This design comes from an exercise in tuning for small area on the open sky130 flow, not from production work.
The RTL was checked by simulation tests, not by an equivalence proof against the original design.
Power figures rest on the tool's default switching activity, not on a simulated workload.

==> run Y <==
==> flow/design.v (excerpt) <==
module fir_wishbone #(
    parameter N = 4,
    parameter DATA_WIDTH = 16
)(
    input  wire                  clk,
    input  wire                  rst,
    input  wire [3:0]            adr_i,
    input  wire [DATA_WIDTH-1:0] dat_i,
    output wire [DATA_WIDTH-1:0] dat_o,
    input  wire                  we_i,
    input  wire                  stb_i,
    input  wire                  cyc_i,
    output reg                   ack_o
);
clock: 10.0 ns
lec_check: 0
cap_margin: 20
core_margin: 2
core_utilization: 65
cts_cluster_diameter: 60
cts_cluster_size: 18
place_density: 0.85
slew_margin: 20
standard.sh (not shown) runs the stock make flow with config.mk's settings and CLKGATE_MAP_FILE= SYNTH_SCRIPT=/design/flow/synth_recipe.tcl, a recipe that flattens the netlist after the stock synthesis.
==> flow/flow/run.sh <==
#!/bin/bash
# Own flow: the standard layout, except that synthesis extracts the
# design's full adders before Yosys's "abc -fast" (ORFS's synth.tcl otherwise
# runs the whole fine stage of synth first, which restructures them and
# leaves inverters between adder cells).  Everything else, including the
# registers, is as in the standard synthesis.
set -euo pipefail
WORK=$(pwd)

# Our synthesis script: ORFS's synth.tcl with the fine stage spelled out.
python3 - "$FLOW_HOME/scripts/synth.tcl" "$WORK/synth_own.tcl" <<'PY'
import sys
s = open(sys.argv[1]).read()
old = "  synth -top $::env(DESIGN_NAME) -run fine: {*}$synth_full_args\n"
new = """  opt -fast -full
  memory_map
  opt -full
  techmap -map +/techmap.v -map $::env(FLOW_HOME)/platforms/common/lcu_kogge_stone.v
  opt -fast
  extract_fa
  techmap -map $::env(ADDER_MAP_FILE)
  techmap
  opt -fast
  abc -fast
  opt -fast
  synth -top $::env(DESIGN_NAME) -run check: {*}$synth_full_args
"""
assert s.count(old) == 1, "synth.tcl changed"
open(sys.argv[2], "w").write(s.replace(old, new))
PY
# The standard flow's synthesis wrapper (synth -nofsm -noshare, flatten, renames), sourcing ours
grep -q 'source $::env(SCRIPTS_DIR)/synth.tcl' synth_recipe.tcl
sed "s#source \$::env(SCRIPTS_DIR)/synth.tcl#source $WORK/synth_own.tcl#" synth_recipe.tcl > own_synth.tcl
# standard.sh with our synthesis script and the extra make variables in
# flow/extra.txt (one NAME=value per line)
python3 - "$WORK" <<'PY'
import shlex, sys
work = sys.argv[1]
s = open("standard.sh").read()
old = "SYNTH_SCRIPT=" + shlex.quote(work + "/synth_recipe.tcl")
assert s.count(old) == 1, "standard.sh changed"
s = s.replace(old, "SYNTH_SCRIPT=" + shlex.quote(work + "/own_synth.tcl"))
extra = [l.strip() for l in open("flow/extra.txt") if l.strip() and not l.startswith("#")]
tail = '"${@:-finish}"'
assert s.count(tail) == 1
s = s.replace(tail, " ".join(shlex.quote(e) for e in extra) + " " + tail)
open("standard_own.sh", "w").write(s)
PY

bash standard_own.sh synth > synth.log 2>&1
bash standard_own.sh > layout.log 2>&1
test -f out/final.def
==> flow/flow/extra.txt <==
# extra ORFS make variables for this flow
BUFFER_PORTS_ARGS=-buffer_cell sky130_fd_sc_hd__buf_1
CTS_ARGS=-sink_clustering_enable -repair_clock_nets -sink_clustering_size 18 -sink_clustering_max_diameter 60 -dont_use_dummy_load -buf_list sky130_fd_sc_hd__clkbuf_8
==> inputs of run F, as changes to run Y <==
==> flow/flow/extra.txt (replaced) <==
# extra ORFS make variables for this flow
BUFFER_PORTS_ARGS=-buffer_cell sky130_fd_sc_hd__buf_1
CTS_ARGS=-sink_clustering_enable -repair_clock_nets -sink_clustering_size 18 -sink_clustering_max_diameter 60 -dont_use_dummy_load -buf_list sky130_fd_sc_hd__clkbuf_8
RECOVER_POWER=100
==> inputs of run P, as changes to run Y <==
==> flow/flow/extra.txt (replaced) <==
# extra ORFS make variables for this flow
BUFFER_PORTS_ARGS=-buffer_cell sky130_fd_sc_hd__buf_1
CTS_ARGS=-sink_clustering_enable -repair_clock_nets -sink_clustering_size 25 -sink_clustering_max_diameter 100 -dont_use_dummy_load
--- a/flow/config.mk
+++ b/flow/config.mk
@@ -8,7 +8,7 @@
 export CAP_MARGIN = 20
 export CORE_MARGIN = 2
-export CORE_UTILIZATION = 65
-export CTS_CLUSTER_DIAMETER = 60
-export CTS_CLUSTER_SIZE = 18
+export CORE_UTILIZATION = 40
+export CTS_CLUSTER_DIAMETER = 100
+export CTS_CLUSTER_SIZE = 25
 export PLACE_DENSITY = 0.85
 export SLEW_MARGIN = 20
==> summary of the runs <==
In total power, run Y and run F hardly differ. Critical path depth is the same in run F and run P. In flip-flop and latch count, run P and run Y do not differ. Cell area: run F is smaller than run P (2.5%). Between run Y and run P, the lower clock power is in run Y (gap 21%, measured against run P). First-iteration DRC count: run Y > run F > run P. Between run P and run F, the lower clock-buffer cell count is in run P (gap 3). Clock skew: run Y < run F < run P. Wire length, highest first: run P, run Y, run F. The lowest via count belongs to run Y, the highest to run P. Run F finished but failed the layout checks on capacitance limit, slew limit. Run P went through all stages and came out clean. Run Y produced a clean layout.
==> figures <==
| quantity | run F | run Y | run P |
|---|---|---|---|
| CP max-delay cell | sky130_fd_sc_hd__fa_1 | sky130_fd_sc_hd__fa_1 | sky130_fd_sc_hd__dfrtp_4 |
| Sw Ratio | 32.59% | 32.57% | 31.80% |
| Fraction of standard cell area that is sequential | 39.44% | 39.40% | 38.44% |
| Non-clock buffers | 100 | 100 | 102 |
| Net Sw Power | 0.7467 mW | 0.7461 mW | 0.7630 mW |
| Clk_skew | 50.66 ps | 49.99 ps | 57.93 ps |
| Clock latency on the worst-skew pair | 520 ps | 520 ps | 480 ps |
| Final period demand of the worst path | 9721 ps | 9723 ps | 9701 ps |
| Required time of the critical path | 10380 ps | 10380 ps | 10330 ps |
| Met2 Usage GRT | 56.50% | 56.50% | 34.53% |
| Number of violations reported at the end of detailed-routing iteration 0 | 1236 | 1265 | 1052 |
| Final Max Tran Viols | 99 | 0 | 0 |
| Highest ir drop seen on vdd | 0.0001498 V | 0.0001496 V | 0.0001999 V |
| DR WL/cell | 27.77 um | 27.78 um | 24.79 um |
| Well-Tap Cells | 275 | 275 | 455 |
| Cell-internal power | 1.545 mW | 1.545 mW | 1.636 mW |
| Run status | failed layout checks | finished clean | finished clean |
| Violated checks | capacitance limit, slew limit | - | - |
| PD cells | 154.4 nW/um2 | 154.2 nW/um2 | 157.5 nW/um2 |
| Chip Width | 150.6 um | 150.6 um | 190.9 um |
| Antenna cell count | 0 | 0 | 1 |
| Sum of met2 wire segment lengths after detailed routing | 18170 um | 18100 um | 18140 um |

[port drivers added, routing unchanged]
Ports are ideal in the flow. The routed layouts listed here were re-timed in OpenROAD.
Step 1 (the two cells are an assumption about what drives the block):
set clk [get_ports {clk}]
set_driving_cell -lib_cell sky130_fd_sc_hd__clkbuf_16 $clk
set_driving_cell -lib_cell sky130_fd_sc_hd__buf_2 [delete_from_list [all_inputs] $clk]
Step 2 times the ports against the registers' clock, not the clock port: input delays grow and output delays shrink by t, the midpoint of the rising clock arrivals with the driver on.
Slacks: no drivers / after step 1 / after step 2; pairs: no drivers / after step 1.
| run | t, ns | slack for setup (ns) | clock arrival spread, ns | slew at the worst register clock pin (ns) | worst data-port slew with drivers (ns) |
|---|---|---|---|---|---|
| run Y | 0.536 | 0.277 / 0.277 / 0.277 | 0.050 / 0.050 | 0.11 / 0.11 | 0.04 |
| run F | 0.538 | 0.279 / 0.279 / 0.279 | 0.050 / 0.051 | 0.11 / 0.11 | 0.04 |
| run P | 0.504 | 0.299 / 0.299 / 0.299 | 0.059 / 0.058 | 0.10 / 0.10 | 0.05 |
